What follows belongs to an exercise in optimizing a design on an open flow for small area, a short achievable clock period and few clock cycles per item; a production flow would make more cautious choices. The RTL of this run was laid out without a check of its function.

$ cat config.mk
export PLATFORM = sky130hd
export DESIGN_NAME = cpuops
export DESIGN_NICKNAME = cpuops
export VERILOG_FILES = /design/flow/design.v
export SDC_FILE = /design/flow/constraint.sdc
export NUM_CORES = 4
export LEC_CHECK = 0
export CAP_MARGIN = 20
export CORE_MARGIN = 2
export CORE_UTILIZATION = 40
export SETUP_SLACK_MARGIN = 5
export SLEW_MARGIN = 20
$ cat constraint.sdc
create_clock -name core_clock -period 10.0 [get_ports {i_clk}]
set_input_delay 2.0000 -clock core_clock [delete_from_list [all_inputs] [get_ports {i_clk}]]
set_output_delay 2.0000 -clock core_clock [all_outputs]
set_load 0.01 [all_outputs]
$ cat design.v
`default_nettype	none
module	slowmpy(i_clk, i_reset, i_stb, i_a, i_b, i_aux, o_busy,
		o_done, o_p, o_aux);
	parameter			LGNA = 6;
	parameter	[LGNA:0]	NA = 33;
	parameter	[0:0]		OPT_SIGNED = 1'b1;
	localparam	NB = NA;	 
	input	wire	i_clk, i_reset;
	input	wire	i_stb;
	input	wire	signed	[(NA-1):0]	i_a;
	input	wire	signed	[(NB-1):0]	i_b;
	input	wire				i_aux;
	output	reg				o_busy, o_done;
	output	reg	signed	[(NA+NB-1):0]	o_p;
	output	reg				o_aux;
	reg	[LGNA-1:0]	count;
	reg	[NA-1:0]	p_a;
	reg	[NB-1:0]	p_b;
	reg	[NA+NB-1:0]	partial;
	reg			aux;
	reg	almost_done;
	wire	pre_done;
	assign	pre_done = (count == 0);
	always @(posedge i_clk)
		almost_done <= (!i_reset)&&(o_busy)&&(pre_done);
	always @(posedge i_clk)
	if (i_reset)
	begin
		aux    <= 0;
		o_done <= 0;
		o_busy <= 0;
	end else if ((!o_busy)&&(i_stb))
	begin
		o_done <= 0;
		o_busy <= 1;
		aux    <= i_aux;
	end else if ((o_busy)&&(almost_done))
	begin
		o_done <= 1;
		o_busy <= 0;
	end else
		o_done <= 0;
	wire	[NA-1:0]	pwire;
	assign	pwire = (p_b[0] ? p_a : 0);
	always @(posedge i_clk)
	if (!o_busy)
	begin
		count <= NA[LGNA-1:0]-1;
		partial <= 0;
		p_a <= i_a;
		p_b <= i_b;
	end else begin
		p_b <= (p_b >> 1);
		partial[NB-2:0] <= partial[NB-1:1];
		if ((OPT_SIGNED)&&(pre_done))
			partial[NA+NB-1:NB-1] <= { 1'b0, partial[NA+NB-1:NB]} +
				{ 1'b0, pwire[NA-1], ~pwire[NA-2:0] };
		else if (OPT_SIGNED)
			partial[NA+NB-1:NB-1] <= {1'b0,partial[NA+NB-1:NB]} +
				{ 1'b0, !pwire[NA-1], pwire[NA-2:0] };
		else
			partial[NA+NB-1:NB-1] <= {1'b0, partial[NA+NB-1:NB]}
				+ ((p_b[0]) ? {1'b0,p_a} : 0);
		count <= count - 1;
	end
	always @(posedge i_clk)
	if (almost_done)
	begin
		if (OPT_SIGNED)
			o_p   <= partial[NA+NB-1:0]
				+ {1'b1,{(NA-2){1'b0}},1'b1, {(NB){1'b0}}};
		else
			o_p   <= partial[NA+NB-1:0];
		o_aux <= aux;
	end
endmodule
`default_nettype	none
module	mpyop(i_clk, i_reset, i_start, i_op, i_a, i_b, o_busy, o_last, o_next);
	localparam	ND = 6, NS = 3;
	localparam	NB = 12;	 
	localparam	R  = 8;	 
	localparam	SW = 46;	 
	input	wire		i_clk, i_reset, i_start;
	input	wire	[1:0]	i_op;	 
	input	wire	[31:0]	i_a, i_b;
	output	wire		o_busy;	 
	output	wire		o_last;	 
	output	wire	[31:0]	o_next;	 
	genvar	i;
	reg	[NS-1:0]	stage;
	reg	[32:0]		r_a;	 
	reg	[33:0]		acc;	 
	reg	[31:0]		bsh;	 
	reg			r_sgn, r_hi;
	reg	[ND-1:0]	d_one, d_two, d_neg;	 
	always @(posedge i_clk)
	if (i_reset)
		stage <= 0;
	else
		stage <= { stage[NS-2:0], i_start };
	assign	o_busy = |stage;
	assign	o_last = stage[NS-1];
	wire	nlast = stage[NS-2];	 
	wire	ext = r_sgn & bsh[R+NB-1];	 
	wire	[NB:0]	nchunk;
	generate for(i=0; i<NB; i=i+1)
	begin : NCHUNK
		if (i < R)
			assign nchunk[i+1] = (i_start) ? i_b[i] : bsh[NB+i];
		else
			assign nchunk[i+1] = (i_start) ? i_b[i]
					: ((nlast) ? ext : bsh[NB+i]);
	end endgenerate
	assign	nchunk[0] = (i_start) ? 1'b0 : bsh[NB-1];
	generate for(i=0; i<ND; i=i+1)
	begin : ENC
		wire	bm = nchunk[2*i];
		wire	b0 = nchunk[2*i+1];
		wire	b1 = nchunk[2*i+2];
		always @(posedge i_clk)
		begin
			d_one[i] <= b0 ^ bm;
			d_two[i] <= (b1 & !b0 & !bm) | (!b1 & b0 & bm);
			d_neg[i] <= b1;
		end
	end endgenerate
	wire	[33:0]	a_x1 = { r_a[32], r_a };
	wire	[33:0]	a_x2 = { r_a, 1'b0 };
	wire	[33:0]	rx	[0:ND-1];
	generate for(i=0; i<ND; i=i+1)
	begin : BOOTH
		wire	[33:0]	pp = ((d_one[i]) ? a_x1 : 34'h0)
				| ((d_two[i]) ? a_x2 : 34'h0);
		wire	[33:0]	row = pp ^ {(34){d_neg[i]}};
		assign	rx[i] = { !row[33], row[32:0] };
	end endgenerate
	wire	[33:0]	rx0 = rx[0];
	wire	[33:0]	rx1 = rx[1];
	wire	[33:0]	rx2 = rx[2];
	wire	[33:0]	rx3 = rx[3];
	wire	[33:0]	rx4 = rx[4];
	wire	[33:0]	rx5 = rx[5];
	wire	[33:0]	acc_in = (stage[0]) ? 34'h0 : acc;
	wire	[33:0]	accx = { !acc_in[33], acc_in[32:0] };
	wire t1 = accx[8] ^ rx0[8];
	wire t2 = accx[8] & rx0[8];
	wire t3 = accx[9] ^ rx0[9];
	wire t4 = accx[9] & rx0[9];
	wire t5 = accx[10] ^ rx0[10] ^ rx1[8];
	wire t6 = (accx[10] & rx0[10]) | (accx[10] & rx1[8]) | (rx0[10] & rx1[8]);
	wire t7 = rx2[6] ^ rx3[4];
	wire t8 = rx2[6] & rx3[4];
	wire t9 = accx[11] ^ rx0[11] ^ rx1[9];
	wire t10 = (accx[11] & rx0[11]) | (accx[11] & rx1[9]) | (rx0[11] & rx1[9]);
	wire t11 = rx2[7] ^ rx3[5];
	wire t12 = rx2[7] & rx3[5];
	wire t13 = accx[12] ^ rx0[12] ^ rx1[10];
	wire t14 = (accx[12] & rx0[12]) | (accx[12] & rx1[10]) | (rx0[12] & rx1[10]);
	wire t15 = rx2[8] ^ rx3[6];
	wire t16 = rx2[8] & rx3[6];
	wire t17 = accx[13] ^ rx0[13] ^ rx1[11];
	wire t18 = (accx[13] & rx0[13]) | (accx[13] & rx1[11]) | (rx0[13] & rx1[11]);
	wire t19 = rx2[9] ^ rx3[7];
	wire t20 = rx2[9] & rx3[7];
	wire t21 = accx[14] ^ rx0[14] ^ rx1[12];
	wire t22 = (accx[14] & rx0[14]) | (accx[14] & rx1[12]) | (rx0[14] & rx1[12]);
	wire t23 = rx2[10] ^ rx3[8];
	wire t24 = rx2[10] & rx3[8];
	wire t25 = accx[15] ^ rx0[15] ^ rx1[13];
	wire t26 = (accx[15] & rx0[15]) | (accx[15] & rx1[13]) | (rx0[15] & rx1[13]);
	wire t27 = rx2[11] ^ rx3[9];
	wire t28 = rx2[11] & rx3[9];
	wire t29 = accx[16] ^ rx0[16] ^ rx1[14];
	wire t30 = (accx[16] & rx0[16]) | (accx[16] & rx1[14]) | (rx0[16] & rx1[14]);
	wire t31 = rx2[12] ^ rx3[10];
	wire t32 = rx2[12] & rx3[10];
	wire t33 = accx[17] ^ rx0[17] ^ rx1[15];
	wire t34 = (accx[17] & rx0[17]) | (accx[17] & rx1[15]) | (rx0[17] & rx1[15]);
	wire t35 = rx2[13] ^ rx3[11];
	wire t36 = rx2[13] & rx3[11];
	wire t37 = accx[18] ^ rx0[18] ^ rx1[16];
	wire t38 = (accx[18] & rx0[18]) | (accx[18] & rx1[16]) | (rx0[18] & rx1[16]);
	wire t39 = rx2[14] ^ rx3[12];
	wire t40 = rx2[14] & rx3[12];
	wire t41 = accx[19] ^ rx0[19] ^ rx1[17];
	wire t42 = (accx[19] & rx0[19]) | (accx[19] & rx1[17]) | (rx0[19] & rx1[17]);
	wire t43 = rx2[15] ^ rx3[13];
	wire t44 = rx2[15] & rx3[13];
	wire t45 = accx[20] ^ rx0[20] ^ rx1[18];
	wire t46 = (accx[20] & rx0[20]) | (accx[20] & rx1[18]) | (rx0[20] & rx1[18]);
	wire t47 = rx2[16] ^ rx3[14];
	wire t48 = rx2[16] & rx3[14];
	wire t49 = accx[21] ^ rx0[21] ^ rx1[19];
	wire t50 = (accx[21] & rx0[21]) | (accx[21] & rx1[19]) | (rx0[21] & rx1[19]);
	wire t51 = rx2[17] ^ rx3[15];
	wire t52 = rx2[17] & rx3[15];
	wire t53 = accx[22] ^ rx0[22] ^ rx1[20];
	wire t54 = (accx[22] & rx0[22]) | (accx[22] & rx1[20]) | (rx0[22] & rx1[20]);
	wire t55 = rx2[18] ^ rx3[16];
	wire t56 = rx2[18] & rx3[16];
	wire t57 = accx[23] ^ rx0[23] ^ rx1[21];
	wire t58 = (accx[23] & rx0[23]) | (accx[23] & rx1[21]) | (rx0[23] & rx1[21]);
	wire t59 = rx2[19] ^ rx3[17];
	wire t60 = rx2[19] & rx3[17];
	wire t61 = accx[24] ^ rx0[24] ^ rx1[22];
	wire t62 = (accx[24] & rx0[24]) | (accx[24] & rx1[22]) | (rx0[24] & rx1[22]);
	wire t63 = rx2[20] ^ rx3[18];
	wire t64 = rx2[20] & rx3[18];
	wire t65 = accx[25] ^ rx0[25] ^ rx1[23];
	wire t66 = (accx[25] & rx0[25]) | (accx[25] & rx1[23]) | (rx0[25] & rx1[23]);
	wire t67 = rx2[21] ^ rx3[19];
	wire t68 = rx2[21] & rx3[19];
	wire t69 = accx[26] ^ rx0[26] ^ rx1[24];
	wire t70 = (accx[26] & rx0[26]) | (accx[26] & rx1[24]) | (rx0[26] & rx1[24]);
	wire t71 = rx2[22] ^ rx3[20];
	wire t72 = rx2[22] & rx3[20];
	wire t73 = accx[27] ^ rx0[27] ^ rx1[25];
	wire t74 = (accx[27] & rx0[27]) | (accx[27] & rx1[25]) | (rx0[27] & rx1[25]);
	wire t75 = rx2[23] ^ rx3[21];
	wire t76 = rx2[23] & rx3[21];
	wire t77 = accx[28] ^ rx0[28] ^ rx1[26];
	wire t78 = (accx[28] & rx0[28]) | (accx[28] & rx1[26]) | (rx0[28] & rx1[26]);
	wire t79 = rx2[24] ^ rx3[22];
	wire t80 = rx2[24] & rx3[22];
	wire t81 = accx[29] ^ rx0[29] ^ rx1[27];
	wire t82 = (accx[29] & rx0[29]) | (accx[29] & rx1[27]) | (rx0[29] & rx1[27]);
	wire t83 = rx2[25] ^ rx3[23];
	wire t84 = rx2[25] & rx3[23];
	wire t85 = accx[30] ^ rx0[30] ^ rx1[28];
	wire t86 = (accx[30] & rx0[30]) | (accx[30] & rx1[28]) | (rx0[30] & rx1[28]);
	wire t87 = rx2[26] ^ rx3[24];
	wire t88 = rx2[26] & rx3[24];
	wire t89 = accx[31] ^ rx0[31] ^ rx1[29];
	wire t90 = (accx[31] & rx0[31]) | (accx[31] & rx1[29]) | (rx0[31] & rx1[29]);
	wire t91 = rx2[27] ^ rx3[25];
	wire t92 = rx2[27] & rx3[25];
	wire t93 = accx[32] ^ rx0[32] ^ rx1[30];
	wire t94 = (accx[32] & rx0[32]) | (accx[32] & rx1[30]) | (rx0[32] & rx1[30]);
	wire t95 = rx2[28] ^ rx3[26];
	wire t96 = rx2[28] & rx3[26];
	wire t97 = accx[33] ^ rx0[33] ^ rx1[31];
	wire t98 = (accx[33] & rx0[33]) | (accx[33] & rx1[31]) | (rx0[33] & rx1[31]);
	wire t99 = rx2[29] ^ rx3[27];
	wire t100 = rx2[29] & rx3[27];
	wire t101 = rx1[32] ^ rx2[30] ^ rx3[28];
	wire t102 = (rx1[32] & rx2[30]) | (rx1[32] & rx3[28]) | (rx2[30] & rx3[28]);
	wire t103 = accx[4] ^ rx0[4];
	wire t104 = accx[4] & rx0[4];
	wire t105 = accx[5] ^ rx0[5];
	wire t106 = accx[5] & rx0[5];
	wire t107 = accx[6] ^ rx0[6] ^ rx1[4];
	wire t108 = (accx[6] & rx0[6]) | (accx[6] & rx1[4]) | (rx0[6] & rx1[4]);
	wire t109 = rx2[2] ^ rx3[0];
	wire t110 = rx2[2] & rx3[0];
	wire t111 = accx[7] ^ rx0[7] ^ rx1[5];
	wire t112 = (accx[7] & rx0[7]) | (accx[7] & rx1[5]) | (rx0[7] & rx1[5]);
	wire t113 = rx2[3] ^ rx3[1];
	wire t114 = rx2[3] & rx3[1];
	wire t115 = t1 ^ rx1[6] ^ rx2[4];
	wire t116 = (t1 & rx1[6]) | (t1 & rx2[4]) | (rx1[6] & rx2[4]);
	wire t117 = rx3[2] ^ rx4[0] ^ d_neg[4];
	wire t118 = (rx3[2] & rx4[0]) | (rx3[2] & d_neg[4]) | (rx4[0] & d_neg[4]);
	wire t119 = t2 ^ t3 ^ rx1[7];
	wire t120 = (t2 & t3) | (t2 & rx1[7]) | (t3 & rx1[7]);
	wire t121 = rx2[5] ^ rx3[3] ^ rx4[1];
	wire t122 = (rx2[5] & rx3[3]) | (rx2[5] & rx4[1]) | (rx3[3] & rx4[1]);
	wire t123 = t4 ^ t5 ^ t7;
	wire t124 = (t4 & t5) | (t4 & t7) | (t5 & t7);
	wire t125 = rx4[2] ^ rx5[0] ^ d_neg[5];
	wire t126 = (rx4[2] & rx5[0]) | (rx4[2] & d_neg[5]) | (rx5[0] & d_neg[5]);
	wire t127 = t6 ^ t8 ^ t9;
	wire t128 = (t6 & t8) | (t6 & t9) | (t8 & t9);
	wire t129 = t11 ^ rx4[3] ^ rx5[1];
	wire t130 = (t11 & rx4[3]) | (t11 & rx5[1]) | (rx4[3] & rx5[1]);
	wire t131 = t10 ^ t12 ^ t13;
	wire t132 = (t10 & t12) | (t10 & t13) | (t12 & t13);
	wire t133 = t15 ^ rx4[4] ^ rx5[2];
	wire t134 = (t15 & rx4[4]) | (t15 & rx5[2]) | (rx4[4] & rx5[2]);
	wire t135 = t14 ^ t16 ^ t17;
	wire t136 = (t14 & t16) | (t14 & t17) | (t16 & t17);
	wire t137 = t19 ^ rx4[5] ^ rx5[3];
	wire t138 = (t19 & rx4[5]) | (t19 & rx5[3]) | (rx4[5] & rx5[3]);
	wire t139 = t18 ^ t20 ^ t21;
	wire t140 = (t18 & t20) | (t18 & t21) | (t20 & t21);
	wire t141 = t23 ^ rx4[6] ^ rx5[4];
	wire t142 = (t23 & rx4[6]) | (t23 & rx5[4]) | (rx4[6] & rx5[4]);
	wire t143 = t22 ^ t24 ^ t25;
	wire t144 = (t22 & t24) | (t22 & t25) | (t24 & t25);
	wire t145 = t27 ^ rx4[7] ^ rx5[5];
	wire t146 = (t27 & rx4[7]) | (t27 & rx5[5]) | (rx4[7] & rx5[5]);
	wire t147 = t26 ^ t28 ^ t29;
	wire t148 = (t26 & t28) | (t26 & t29) | (t28 & t29);
	wire t149 = t31 ^ rx4[8] ^ rx5[6];
	wire t150 = (t31 & rx4[8]) | (t31 & rx5[6]) | (rx4[8] & rx5[6]);
	wire t151 = t30 ^ t32 ^ t33;
	wire t152 = (t30 & t32) | (t30 & t33) | (t32 & t33);
	wire t153 = t35 ^ rx4[9] ^ rx5[7];
	wire t154 = (t35 & rx4[9]) | (t35 & rx5[7]) | (rx4[9] & rx5[7]);
	wire t155 = t34 ^ t36 ^ t37;
	wire t156 = (t34 & t36) | (t34 & t37) | (t36 & t37);
	wire t157 = t39 ^ rx4[10] ^ rx5[8];
	wire t158 = (t39 & rx4[10]) | (t39 & rx5[8]) | (rx4[10] & rx5[8]);
	wire t159 = t38 ^ t40 ^ t41;
	wire t160 = (t38 & t40) | (t38 & t41) | (t40 & t41);
	wire t161 = t43 ^ rx4[11] ^ rx5[9];
	wire t162 = (t43 & rx4[11]) | (t43 & rx5[9]) | (rx4[11] & rx5[9]);
	wire t163 = t42 ^ t44 ^ t45;
	wire t164 = (t42 & t44) | (t42 & t45) | (t44 & t45);
	wire t165 = t47 ^ rx4[12] ^ rx5[10];
	wire t166 = (t47 & rx4[12]) | (t47 & rx5[10]) | (rx4[12] & rx5[10]);
	wire t167 = t46 ^ t48 ^ t49;
	wire t168 = (t46 & t48) | (t46 & t49) | (t48 & t49);
	wire t169 = t51 ^ rx4[13] ^ rx5[11];
	wire t170 = (t51 & rx4[13]) | (t51 & rx5[11]) | (rx4[13] & rx5[11]);
	wire t171 = t50 ^ t52 ^ t53;
	wire t172 = (t50 & t52) | (t50 & t53) | (t52 & t53);
	wire t173 = t55 ^ rx4[14] ^ rx5[12];
	wire t174 = (t55 & rx4[14]) | (t55 & rx5[12]) | (rx4[14] & rx5[12]);
	wire t175 = t54 ^ t56 ^ t57;
	wire t176 = (t54 & t56) | (t54 & t57) | (t56 & t57);
	wire t177 = t59 ^ rx4[15] ^ rx5[13];
	wire t178 = (t59 & rx4[15]) | (t59 & rx5[13]) | (rx4[15] & rx5[13]);
	wire t179 = t58 ^ t60 ^ t61;
	wire t180 = (t58 & t60) | (t58 & t61) | (t60 & t61);
	wire t181 = t63 ^ rx4[16] ^ rx5[14];
	wire t182 = (t63 & rx4[16]) | (t63 & rx5[14]) | (rx4[16] & rx5[14]);
	wire t183 = t62 ^ t64 ^ t65;
	wire t184 = (t62 & t64) | (t62 & t65) | (t64 & t65);
	wire t185 = t67 ^ rx4[17] ^ rx5[15];
	wire t186 = (t67 & rx4[17]) | (t67 & rx5[15]) | (rx4[17] & rx5[15]);
	wire t187 = t66 ^ t68 ^ t69;
	wire t188 = (t66 & t68) | (t66 & t69) | (t68 & t69);
	wire t189 = t71 ^ rx4[18] ^ rx5[16];
	wire t190 = (t71 & rx4[18]) | (t71 & rx5[16]) | (rx4[18] & rx5[16]);
	wire t191 = t70 ^ t72 ^ t73;
	wire t192 = (t70 & t72) | (t70 & t73) | (t72 & t73);
	wire t193 = t75 ^ rx4[19] ^ rx5[17];
	wire t194 = (t75 & rx4[19]) | (t75 & rx5[17]) | (rx4[19] & rx5[17]);
	wire t195 = t74 ^ t76 ^ t77;
	wire t196 = (t74 & t76) | (t74 & t77) | (t76 & t77);
	wire t197 = t79 ^ rx4[20] ^ rx5[18];
	wire t198 = (t79 & rx4[20]) | (t79 & rx5[18]) | (rx4[20] & rx5[18]);
	wire t199 = t78 ^ t80 ^ t81;
	wire t200 = (t78 & t80) | (t78 & t81) | (t80 & t81);
	wire t201 = t83 ^ rx4[21] ^ rx5[19];
	wire t202 = (t83 & rx4[21]) | (t83 & rx5[19]) | (rx4[21] & rx5[19]);
	wire t203 = t82 ^ t84 ^ t85;
	wire t204 = (t82 & t84) | (t82 & t85) | (t84 & t85);
	wire t205 = t87 ^ rx4[22] ^ rx5[20];
	wire t206 = (t87 & rx4[22]) | (t87 & rx5[20]) | (rx4[22] & rx5[20]);
	wire t207 = t86 ^ t88 ^ t89;
	wire t208 = (t86 & t88) | (t86 & t89) | (t88 & t89);
	wire t209 = t91 ^ rx4[23] ^ rx5[21];
	wire t210 = (t91 & rx4[23]) | (t91 & rx5[21]) | (rx4[23] & rx5[21]);
	wire t211 = t90 ^ t92 ^ t93;
	wire t212 = (t90 & t92) | (t90 & t93) | (t92 & t93);
	wire t213 = t95 ^ rx4[24] ^ rx5[22];
	wire t214 = (t95 & rx4[24]) | (t95 & rx5[22]) | (rx4[24] & rx5[22]);
	wire t215 = t94 ^ t96 ^ t97;
	wire t216 = (t94 & t96) | (t94 & t97) | (t96 & t97);
	wire t217 = t99 ^ rx4[25] ^ rx5[23];
	wire t218 = (t99 & rx4[25]) | (t99 & rx5[23]) | (rx4[25] & rx5[23]);
	wire t219 = t98 ^ t100 ^ t101;
	wire t220 = (t98 & t100) | (t98 & t101) | (t100 & t101);
	wire t221 = rx4[26] ^ rx5[24] ^ 1'b1;
	wire t222 = (rx4[26] & rx5[24]) | (rx4[26] & 1'b1) | (rx5[24] & 1'b1);
	wire t223 = t102 ^ rx1[33] ^ rx2[31];
	wire t224 = (t102 & rx1[33]) | (t102 & rx2[31]) | (rx1[33] & rx2[31]);
	wire t225 = rx3[29] ^ rx4[27] ^ rx5[25];
	wire t226 = (rx3[29] & rx4[27]) | (rx3[29] & rx5[25]) | (rx4[27] & rx5[25]);
	wire t227 = rx2[32] ^ rx3[30] ^ rx4[28];
	wire t228 = (rx2[32] & rx3[30]) | (rx2[32] & rx4[28]) | (rx3[30] & rx4[28]);
	wire t229 = rx5[26] ^ 1'b1;
	wire t230 = rx5[26] & 1'b1;
	wire t231 = rx2[33] ^ rx3[31] ^ rx4[29];
	wire t232 = (rx2[33] & rx3[31]) | (rx2[33] & rx4[29]) | (rx3[31] & rx4[29]);
	wire t233 = rx3[32] ^ rx4[30];
	wire t234 = rx3[32] & rx4[30];
	wire t235 = accx[2] ^ rx0[2];
	wire t236 = accx[2] & rx0[2];
	wire t237 = accx[3] ^ rx0[3];
	wire t238 = accx[3] & rx0[3];
	wire t239 = t103 ^ rx1[2] ^ rx2[0];
	wire t240 = (t103 & rx1[2]) | (t103 & rx2[0]) | (rx1[2] & rx2[0]);
	wire t241 = t104 ^ t105 ^ rx1[3];
	wire t242 = (t104 & t105) | (t104 & rx1[3]) | (t105 & rx1[3]);
	wire t243 = t106 ^ t107 ^ t109;
	wire t244 = (t106 & t107) | (t106 & t109) | (t107 & t109);
	wire t245 = t108 ^ t110 ^ t111;
	wire t246 = (t108 & t110) | (t108 & t111) | (t110 & t111);
	wire t247 = t112 ^ t114 ^ t115;
	wire t248 = (t112 & t114) | (t112 & t115) | (t114 & t115);
	wire t249 = t116 ^ t118 ^ t119;
	wire t250 = (t116 & t118) | (t116 & t119) | (t118 & t119);
	wire t251 = t120 ^ t122 ^ t123;
	wire t252 = (t120 & t122) | (t120 & t123) | (t122 & t123);
	wire t253 = t124 ^ t126 ^ t127;
	wire t254 = (t124 & t126) | (t124 & t127) | (t126 & t127);
	wire t255 = t128 ^ t130 ^ t131;
	wire t256 = (t128 & t130) | (t128 & t131) | (t130 & t131);
	wire t257 = t132 ^ t134 ^ t135;
	wire t258 = (t132 & t134) | (t132 & t135) | (t134 & t135);
	wire t259 = t136 ^ t138 ^ t139;
	wire t260 = (t136 & t138) | (t136 & t139) | (t138 & t139);
	wire t261 = t140 ^ t142 ^ t143;
	wire t262 = (t140 & t142) | (t140 & t143) | (t142 & t143);
	wire t263 = t144 ^ t146 ^ t147;
	wire t264 = (t144 & t146) | (t144 & t147) | (t146 & t147);
	wire t265 = t148 ^ t150 ^ t151;
	wire t266 = (t148 & t150) | (t148 & t151) | (t150 & t151);
	wire t267 = t152 ^ t154 ^ t155;
	wire t268 = (t152 & t154) | (t152 & t155) | (t154 & t155);
	wire t269 = t156 ^ t158 ^ t159;
	wire t270 = (t156 & t158) | (t156 & t159) | (t158 & t159);
	wire t271 = t160 ^ t162 ^ t163;
	wire t272 = (t160 & t162) | (t160 & t163) | (t162 & t163);
	wire t273 = t164 ^ t166 ^ t167;
	wire t274 = (t164 & t166) | (t164 & t167) | (t166 & t167);
	wire t275 = t168 ^ t170 ^ t171;
	wire t276 = (t168 & t170) | (t168 & t171) | (t170 & t171);
	wire t277 = t172 ^ t174 ^ t175;
	wire t278 = (t172 & t174) | (t172 & t175) | (t174 & t175);
	wire t279 = t176 ^ t178 ^ t179;
	wire t280 = (t176 & t178) | (t176 & t179) | (t178 & t179);
	wire t281 = t180 ^ t182 ^ t183;
	wire t282 = (t180 & t182) | (t180 & t183) | (t182 & t183);
	wire t283 = t184 ^ t186 ^ t187;
	wire t284 = (t184 & t186) | (t184 & t187) | (t186 & t187);
	wire t285 = t188 ^ t190 ^ t191;
	wire t286 = (t188 & t190) | (t188 & t191) | (t190 & t191);
	wire t287 = t192 ^ t194 ^ t195;
	wire t288 = (t192 & t194) | (t192 & t195) | (t194 & t195);
	wire t289 = t196 ^ t198 ^ t199;
	wire t290 = (t196 & t198) | (t196 & t199) | (t198 & t199);
	wire t291 = t200 ^ t202 ^ t203;
	wire t292 = (t200 & t202) | (t200 & t203) | (t202 & t203);
	wire t293 = t204 ^ t206 ^ t207;
	wire t294 = (t204 & t206) | (t204 & t207) | (t206 & t207);
	wire t295 = t208 ^ t210 ^ t211;
	wire t296 = (t208 & t210) | (t208 & t211) | (t210 & t211);
	wire t297 = t212 ^ t214 ^ t215;
	wire t298 = (t212 & t214) | (t212 & t215) | (t214 & t215);
	wire t299 = t216 ^ t218 ^ t219;
	wire t300 = (t216 & t218) | (t216 & t219) | (t218 & t219);
	wire t301 = t220 ^ t222 ^ t223;
	wire t302 = (t220 & t222) | (t220 & t223) | (t222 & t223);
	wire t303 = t224 ^ t226 ^ t227;
	wire t304 = (t224 & t226) | (t224 & t227) | (t226 & t227);
	wire t305 = t228 ^ t230 ^ t231;
	wire t306 = (t228 & t230) | (t228 & t231) | (t230 & t231);
	wire t307 = t232 ^ t233 ^ rx5[28];
	wire t308 = (t232 & t233) | (t232 & rx5[28]) | (t233 & rx5[28]);
	wire t309 = t234 ^ rx3[33] ^ rx4[31];
	wire t310 = (t234 & rx3[33]) | (t234 & rx4[31]) | (rx3[33] & rx4[31]);
	wire t311 = rx4[32] ^ rx5[30];
	wire t312 = rx4[32] & rx5[30];
	wire t313 = accx[0] ^ rx0[0];
	wire t314 = accx[0] & rx0[0];
	wire t315 = accx[1] ^ rx0[1];
	wire t316 = accx[1] & rx0[1];
	wire t317 = t235 ^ rx1[0] ^ d_neg[1];
	wire t318 = (t235 & rx1[0]) | (t235 & d_neg[1]) | (rx1[0] & d_neg[1]);
	wire t319 = t236 ^ t237 ^ rx1[1];
	wire t320 = (t236 & t237) | (t236 & rx1[1]) | (t237 & rx1[1]);
	wire t321 = t238 ^ t239 ^ d_neg[2];
	wire t322 = (t238 & t239) | (t238 & d_neg[2]) | (t239 & d_neg[2]);
	wire t323 = t240 ^ t241 ^ rx2[1];
	wire t324 = (t240 & t241) | (t240 & rx2[1]) | (t241 & rx2[1]);
	wire t325 = t242 ^ t243 ^ d_neg[3];
	wire t326 = (t242 & t243) | (t242 & d_neg[3]) | (t243 & d_neg[3]);
	wire t327 = t244 ^ t245 ^ t113;
	wire t328 = (t244 & t245) | (t244 & t113) | (t245 & t113);
	wire t329 = t246 ^ t247 ^ t117;
	wire t330 = (t246 & t247) | (t246 & t117) | (t247 & t117);
	wire t331 = t248 ^ t249 ^ t121;
	wire t332 = (t248 & t249) | (t248 & t121) | (t249 & t121);
	wire t333 = t250 ^ t251 ^ t125;
	wire t334 = (t250 & t251) | (t250 & t125) | (t251 & t125);
	wire t335 = t252 ^ t253 ^ t129;
	wire t336 = (t252 & t253) | (t252 & t129) | (t253 & t129);
	wire t337 = t254 ^ t255 ^ t133;
	wire t338 = (t254 & t255) | (t254 & t133) | (t255 & t133);
	wire t339 = t256 ^ t257 ^ t137;
	wire t340 = (t256 & t257) | (t256 & t137) | (t257 & t137);
	wire t341 = t258 ^ t259 ^ t141;
	wire t342 = (t258 & t259) | (t258 & t141) | (t259 & t141);
	wire t343 = t260 ^ t261 ^ t145;
	wire t344 = (t260 & t261) | (t260 & t145) | (t261 & t145);
	wire t345 = t262 ^ t263 ^ t149;
	wire t346 = (t262 & t263) | (t262 & t149) | (t263 & t149);
	wire t347 = t264 ^ t265 ^ t153;
	wire t348 = (t264 & t265) | (t264 & t153) | (t265 & t153);
	wire t349 = t266 ^ t267 ^ t157;
	wire t350 = (t266 & t267) | (t266 & t157) | (t267 & t157);
	wire t351 = t268 ^ t269 ^ t161;
	wire t352 = (t268 & t269) | (t268 & t161) | (t269 & t161);
	wire t353 = t270 ^ t271 ^ t165;
	wire t354 = (t270 & t271) | (t270 & t165) | (t271 & t165);
	wire t355 = t272 ^ t273 ^ t169;
	wire t356 = (t272 & t273) | (t272 & t169) | (t273 & t169);
	wire t357 = t274 ^ t275 ^ t173;
	wire t358 = (t274 & t275) | (t274 & t173) | (t275 & t173);
	wire t359 = t276 ^ t277 ^ t177;
	wire t360 = (t276 & t277) | (t276 & t177) | (t277 & t177);
	wire t361 = t278 ^ t279 ^ t181;
	wire t362 = (t278 & t279) | (t278 & t181) | (t279 & t181);
	wire t363 = t280 ^ t281 ^ t185;
	wire t364 = (t280 & t281) | (t280 & t185) | (t281 & t185);
	wire t365 = t282 ^ t283 ^ t189;
	wire t366 = (t282 & t283) | (t282 & t189) | (t283 & t189);
	wire t367 = t284 ^ t285 ^ t193;
	wire t368 = (t284 & t285) | (t284 & t193) | (t285 & t193);
	wire t369 = t286 ^ t287 ^ t197;
	wire t370 = (t286 & t287) | (t286 & t197) | (t287 & t197);
	wire t371 = t288 ^ t289 ^ t201;
	wire t372 = (t288 & t289) | (t288 & t201) | (t289 & t201);
	wire t373 = t290 ^ t291 ^ t205;
	wire t374 = (t290 & t291) | (t290 & t205) | (t291 & t205);
	wire t375 = t292 ^ t293 ^ t209;
	wire t376 = (t292 & t293) | (t292 & t209) | (t293 & t209);
	wire t377 = t294 ^ t295 ^ t213;
	wire t378 = (t294 & t295) | (t294 & t213) | (t295 & t213);
	wire t379 = t296 ^ t297 ^ t217;
	wire t380 = (t296 & t297) | (t296 & t217) | (t297 & t217);
	wire t381 = t298 ^ t299 ^ t221;
	wire t382 = (t298 & t299) | (t298 & t221) | (t299 & t221);
	wire t383 = t300 ^ t301 ^ t225;
	wire t384 = (t300 & t301) | (t300 & t225) | (t301 & t225);
	wire t385 = t302 ^ t303 ^ t229;
	wire t386 = (t302 & t303) | (t302 & t229) | (t303 & t229);
	wire t387 = t304 ^ t305 ^ rx5[27];
	wire t388 = (t304 & t305) | (t304 & rx5[27]) | (t305 & rx5[27]);
	wire t389 = t306 ^ t307 ^ 1'b1;
	wire t390 = (t306 & t307) | (t306 & 1'b1) | (t307 & 1'b1);
	wire t391 = t308 ^ t309 ^ rx5[29];
	wire t392 = (t308 & t309) | (t308 & rx5[29]) | (t309 & rx5[29]);
	wire t393 = t310 ^ t311 ^ 1'b1;
	wire t394 = (t310 & t311) | (t310 & 1'b1) | (t311 & 1'b1);
	wire t395 = t312 ^ rx4[33] ^ rx5[31];
	wire t396 = (t312 & rx4[33]) | (t312 & rx5[31]) | (rx4[33] & rx5[31]);
	wire t397 = rx5[32] ^ 1'b1;
	wire t398 = rx5[32] & 1'b1;
	wire	[SW-1:0]	tx = { 1'b1, 1'b1, t398, t396, t394, t392, t390, t388, t386, t384, t382, t380, t378, t376, t374, t372, t370, t368, t366, t364, t362, t360, t358, t356, t354, t352, t350, t348, t346, t344, t342, t340, t338, t336, t334, t332, t330, t328, t326, t324, t322, t320, t318, t316, t314, t313 };
	wire	[SW-1:0]	ty = { 1'b0, 1'b0, rx5[33], t397, t395, t393, t391, t389, t387, t385, t383, t381, t379, t377, t375, t373, t371, t369, t367, t365, t363, t361, t359, t357, t355, t353, t351, t349, t347, t345, t343, t341, t339, t337, t335, t333, t331, t329, t327, t325, t323, t321, t319, t317, t315, d_neg[0] };
	wire	[SW-1:0]	rsum = tx + ty;
	always @(posedge i_clk)
	if (i_start)
	begin
		r_a   <= { i_op[0] & i_a[31], i_a };
		bsh   <= i_b;
		r_sgn <= i_op[0];
		r_hi  <= i_op[1];
	end else
		bsh   <= { rsum[NB-1:0], bsh[31:NB] };
	always @(posedge i_clk)
		acc   <= rsum[NB+33:NB];
	assign	o_next = (r_hi) ? rsum[R+31:R] : { rsum[R-1:0], bsh[31:R] };
endmodule
`default_nettype	none
module	cpuops(i_clk,i_reset, i_stb, i_op, i_a, i_b, o_c, o_f, o_valid,
			o_busy);
	input	wire	i_clk, i_reset, i_stb;
	input	wire	[3:0]	i_op;
	input	wire	[31:0]	i_a, i_b;
	output	reg	[31:0]	o_c;
	output	wire	[3:0]	o_f;
	output	reg		o_valid;
	output	wire		o_busy;
	reg	c, pre_sign, set_ovfl, keep_sgn_on_ovfl;
	wire	this_is_a_multiply_op;
	assign	this_is_a_multiply_op = (i_stb)&&((i_op[3:1]==3'h5)||(i_op[3:0]==4'hc));
	wire		mpybusy, mpylast;
	wire	[31:0]	mpy_next;
	mpyop	thempy(i_clk, i_reset, this_is_a_multiply_op, i_op[1:0],
		i_a, i_b, mpybusy, mpylast, mpy_next);
	wire	[31:0]	next_c;
	wire		next_carry;
	aluop	thealu(i_stb, i_op, i_a, i_b, mpy_next, next_c, next_carry);
	always @(posedge i_clk)
	begin
		pre_sign <= i_a[31];
		c <= next_carry;
		set_ovfl <= i_stb && (((i_op==4'h0)&&(i_a[31] != i_b[31]))
			||((i_op==4'h2)&&(i_a[31] == i_b[31]))
			||(i_op == 4'h6)
			||(i_op == 4'h5));
		keep_sgn_on_ovfl <= i_stb &&
			(((i_op==4'h0)&&(i_a[31] != i_b[31]))
			||((i_op==4'h2)&&(i_a[31] == i_b[31])));
		o_c <= next_c;
	end
	assign	o_busy = mpybusy;
	wire	z = (o_c == 32'h0000);
	wire	n = (o_c[31]);
	wire	v = (set_ovfl)&&(pre_sign != o_c[31]);
	wire	vx = (keep_sgn_on_ovfl)&&(pre_sign != o_c[31]);
	assign	o_f = { v, n^vx, c, z };
	always @(posedge i_clk)
	if (i_reset)
		o_valid <= 1'b0;
	else
		o_valid <=((i_stb)&&(!this_is_a_multiply_op))||(mpylast);
endmodule
module	aluop(i_stb, i_op, i_a, i_b, i_mpy, o_r, o_c);
	input	wire		i_stb;
	input	wire	[3:0]	i_op;
	input	wire	[31:0]	i_a, i_b;
	input	wire	[31:0]	i_mpy;
	output	wire	[31:0]	o_r;
	output	wire		o_c;
	genvar	k;
	wire		sub = !i_op[1];
	wire	[32:0]	sum = { 1'b0, i_a } + { 1'b0, i_b ^ {(32){sub}} }
				+ { 32'h0, sub };
	wire		c_add = sum[32] ^ sub;
	wire	[31:0]	a_rev, b_rev;
	generate for(k=0; k<32; k=k+1)
	begin : REV
		assign	a_rev[k] = i_a[31-k];
		assign	b_rev[k] = i_b[31-k];
	end endgenerate
	wire		lsl  = i_op[1] & !i_op[0];
	wire		fill = i_op[1] & i_op[0] & i_a[31];
	wire		kill = |i_b[31:6];
	wire	[32:0]	sh_in = { (lsl) ? a_rev : i_a, 1'b0 };
	wire	signed	[33:0]	sh_x = { fill, sh_in };
	wire	[33:0]	sh_y = sh_x >>> i_b[5:0];
	wire	[32:0]	sh_r = (kill) ? {(33){fill}} : sh_y[32:0];
	wire	[31:0]	sh_rev;
	generate for(k=0; k<32; k=k+1)
	begin : SREV
		assign	sh_rev[k] = sh_r[32-k];
	end endgenerate
	wire	op_arith = i_stb && (i_op[3:2] == 2'b00) && !i_op[0];  
	wire	op_rsh   = i_stb && (i_op[3:2] == 2'b01) && i_op[0];   
	wire	op_lsl   = i_stb && (i_op == 4'h6);
	wire	op_and   = (i_op == 4'h1);
	wire	op_or    = (i_op == 4'h3);
	wire	op_xor   = (i_op == 4'h4);
	wire	op_brev  = (i_op == 4'h8);
	wire	op_ldilo = (i_op == 4'h9);
	wire	op_mov   = (i_op[3:1] == 3'b101) || (i_op[3:2] == 2'b11);
	wire	op_logic = i_stb && (op_and || op_or || op_xor || op_brev
					|| op_ldilo || op_mov);
	wire	[31:0]	logic_r = ({(32){op_and}} & (i_a & i_b))
			| ({(32){op_or}} & (i_a | i_b))
			| ({(32){op_xor}} & (i_a ^ i_b))
			| ({(32){op_brev}} & b_rev)
			| ({(32){op_ldilo}} & { i_a[31:16], i_b[15:0] })
			| ({(32){op_mov}} & i_b);
	assign	o_r = ({(32){op_arith}} & sum[31:0])
			| ({(32){op_rsh}} & sh_r[32:1])
			| ({(32){op_lsl}} & sh_rev)
			| ({(32){op_logic}} & logic_r)
			| ({(32){!i_stb}} & i_mpy);
	assign	o_c = (op_arith & c_add) | ((op_rsh | op_lsl) & sh_r[0]);
endmodule
$ cat run.sh
#!/bin/bash
# synth_recipe.tcl (not shown) runs the flow's synth.tcl, then flattens the netlist and writes it again
# the make line also repeats each setting of config.mk as NAME=value (left out here)
make -C /OpenROAD-flow-scripts/flow DESIGN_CONFIG=/design/flow/config.mk WORK_HOME=/design/flow/orfs CLKGATE_MAP_FILE= SYNTH_SCRIPT=/design/flow/synth_recipe.tcl finish
==> summary.txt <==
==> how the worst max path moves through the flow <==
stage / depth (start not counted) / to / start
after floorplan: 21 / o_c[28]$_DFF_P_ / thempy.d_one[1]$_DFF_P_
after global placement: 17 / o_c[31]$_DFF_P_ / thempy.bsh[3]$_DFF_P_
after detailed placement: 17 / o_c[31]$_DFF_P_ / thempy.bsh[3]$_DFF_P_
after CTS: 18 / o_c[28]$_DFF_P_ / thempy.r_a[11]$_DFFE_PP_
after global routing: 18 / o_c[28]$_DFF_P_ / thempy.r_a[21]$_DFFE_PP_
final: 18 / o_c[28]$_DFF_P_ / thempy.r_a[21]$_DFFE_PP_
==> synthesized netlist by cell type, types with 19 or more instances <==
master / number / area, um^2
mux4_2: 20 / 450
xor2_1: 79 / 692
and3_1: 22 / 138
xnor2_1: 226 / 1980
o211ai_1: 21 / 158
a221oi_1: 46 / 403
inv_1: 268 / 1010
o21ai_0: 145 / 726
nor3_1: 28 / 140
o21a_1: 20 / 150
a21oi_1: 128 / 641
nor2_1: 117 / 439
fa_1: 157 / 3140
clkbuf_1: 187 / 702
nand2_1: 164 / 616
a31oi_1: 21 / 131
buf_1: 21 / 78.8
edfxtp_1: 35 / 1050
ha_1: 178 / 2230
nor4_1: 19 / 119
nand3_1: 42 / 210
mux2i_1: 77 / 771
nand2b_1: 28 / 175
a21o_1: 38 / 285
o22ai_1: 21 / 131
nor2b_1: 39 / 244
dfxtp_1: 116 / 2320
a22oi_1: 227 / 1700
==> final cells by class <==
class	instances	area [um^2]
fillers	5132	27500
multi-input cells	2082	19600
clock inverters	13	125
flip-flops and latches	151	3410
diodes	1	2.50
well taps	756	946
clock buffers	19	464
inverters	271	1030
repair buffers	349	3560
==> per-stage QoR <==
step / instances
after detailed placement: 3418
after CTS: 3588
after floorplan: 2725
after global placement: 3418
final: 3642
after global routing: 3641
==> worst reg2reg max path, delay by kind of cell (launching register included) <==
family          cells  cell delay, ps
compound gates      5            1110
xor+xnor            1             160
fa+ha+maj           5            2440
buf+inv             3             310
flops               1             510
simple gates        4            1010
==> routing by layer <==
layer  vias to the layer above  routed length [um]
li1                      10000                   -
met1                     11800               43500
met2                      1795               49400
met3                       432               12100
met4                         4                9580
met5                         -                  34
==> cell families after synthesis <==
kind of cell             after synthesis
multiplexers                         119
AO/OA/AOI/OAI                        791
XOR/XNOR                             305
buffers and inverters                493
flip-flops                           151
AND/OR/NAND/NOR                      531
adder cells (fa/ha/maj)              335
==> timing repair <==
action / in CTS / in global routing
buffers inserted: 130 / 51
gates resized for setup: 270 / 167
setup endpoints to repair: 82 / 66
pin swaps: 86 / 117
gates cloned: 8 / 2
==> flip-flops by register name, indices dropped and copies added (netlist names), 2 cells and up <==
register      cells
thempy.d_one      6
o_c              32
thempy.d_two      6
thempy.bsh       28
thempy.r_a       33
thempy.d_neg      2
thempy.acc       34
thempy.stage      3
==> impl_metrics.csv <==
group,metric,value,unit
synthesis,synth_area_per_cell,8.42,um^2
worst_setup_path,critPathLaunchType,"register",
run,max-cap-violations,0,
grt,grt_max_degree,60,
worst_setup_path,reg2reg_depth,18,
floorplanning,rows,87,
place,place_ws,3610,ps
grt,grt-ovfl-total,0,
synthesis,synthFlopType,"dfxtp_1",
worst_setup_path,cp.buffers_inverters,3,
sta,slew_violations,0,
grt,grt.busiest_layer,"met2",
grt,grtUsageTotal,37.0,%
synthesis,synth_edf_count,35,
routing,first_pass_iters,8,
synthesis,ys_async_sr_fraction,0,%
worst_setup_path,rr_endpoint,"o_c[28]$_DFF_P_",
routing,vias,24000,
routing,wl,115,mm
hold_path,hp-class,"reg -> reg",
synthesis,mappedNetlistArea,0.0230,mm^2
floorplanning,core_area,0.0566,mm^2
routing,viasPerCell,6.59,
worst_setup_path,crit_arrival,6000,ps
floorplanning,die_w,244,um
sta,worst_pin_slew,1140,ps
clock_network,postCtsHoldBufs,0,
hold_path,min_path_cells,2,
place,place.gp.congestion,1.09,
clock_network,root_buffer,"clkbuf_16",
cells_and_area,final_area,0.0291,mm^2
synthesis,yosysUniqueCellTypes,82,
clock_network,cts_max_path_buffers,2,
place,dp_hpwl,80.0,mm
worst_setup_path,reg2reg_from,"thempy.r_a[21]$_DFFE_PP_",
clock_network,clock_sinks,151,
worst_setup_path,cp_max_fo,6,
sta,hold_ws,469,ps
clock_network,cts_buffers,17,
routing,post-route-drc-count,0,
sta,setup-tns-final,0,ps
worst_setup_path,reg2reg_slack,4370,ps
floorplanning,io_pins,109,
grt,grt_use_met2,56.2,%
floorplanning,die_y,244,um
cells_and_area,final_common_cell,"inv_1",
floorplanning,dieArea,0.0593,mm^2
sta,skew,21.2,ps
hold_path,hp-start,"thempy.stage[2]$_SDFF_PP0_",
synthesis,yosys.area_share.simple,11.3,%
clock_network,htreeDepth,4,
sta,rsz0062_at_grt,"yes",
synthesis,synth_top_family_by_area,"compound AO/OA/AOI/OAI gates",
sta,fin_crit_sh,56.3,%
synthesis,synth_nets,3131,
clock_network,cts_tree,"yes",
worst_setup_path,worstPathRequired,10370,ps
routing,wl_per_cell,31.5,um
sta,setup_slack,4370,ps
sta,relSlewSlack,23.8,%
synthesis,syn_inst,2725,
hold_path,min_to,"o_valid$_SDFF_PP0_",
synthesis,synthAdderAreaFrac,23.4,%
synthesis,synth_mux_area_share,7.25,%
sta,min_period,5630,ps
grt,grt.met1_usage,48.6,%
grt,antenna_found_initial,8,
worst_setup_path,critPathSlowestCell,"fa_1",
sta,report.final.setup_viol,0,
worst_setup_path,cpMostUsedCell,"fa_1",
cells_and_area,syn_to_final_growth,26.9,%
clock_network,clk_latency,470,ps
synthesis,synth_xor_area_share,11.6,%
synthesis,synth_seq_area_share,14.7,%
routing,drt_iter0_drc,2917,
worst_setup_path,cp_cell_sequence,"buf_4, a22oi_2, xnor2_2, fa_2, fa_1, inv_1, fa_1, inv_1, fa_1, ha_4, and3_4, nand2_1, nor2_1, a21oi_2, a311o_1, o21a_4, or4_1, o211ai_1",
routing,ant_nets,0,
grt,grt_pass1_vias,23000,
worst_setup_path,crit_family,"adder cells",
worst_setup_path,slowest_delay,560,ps
synthesis,ys_ff_latch,151,
sta,max_freq,178,MHz
cells_and_area,nets,3278,
synthesis,yosysWarningCount,2,
synthesis,synth_compound_area_share,23.5,%
clock_network,clkTransAtPathRegs,70,ps
place,numPortBuffers,108,
grt,grt_pass1_wl,161,mm
floorplanning,start_util,40.5,%
place,place_area,0.0248,mm^2
status,run_status,"complete, no violations",
cells_and_area,drive_gt1_share,21.1,%
worst_setup_path,critPathKind,"reg -> reg",
worst_setup_path,end_kind,"register",
cells_and_area,final_cell_mix,"262 x inv_1, 199 x xnor2_1, 183 x a22oi_1",
cells_and_area,fin_util,51.5,%
grt,grtUsageMet3,6.04,%
sta,finalHoldViolations,0,

## port drivers added, routing unchanged
How much do the figures lean on ideal ports? The routed layout below was timed once more, with nothing changed but the port constraints. Step 1, drivers: a clkbuf_16 drives i_clk and a buf_2 each remaining input, both assumed. Step 2, shift: input delay + t, output delay - t, t = (earliest + latest rising clock arrival at the registers) / 2. This alone moves slack from input paths to output paths. Three values: ideal, step 1, step 2; two values: the first two.
shift t [ns]: 0.519
setup slack, ns: 4.366 / 4.366 / 4.185
pins driven straight from the clock port: 1
After both steps this run still meets setup and hold. For this run, drivers alone change the setup slack by 0.000 ns; drivers and shift together by -0.181 ns.
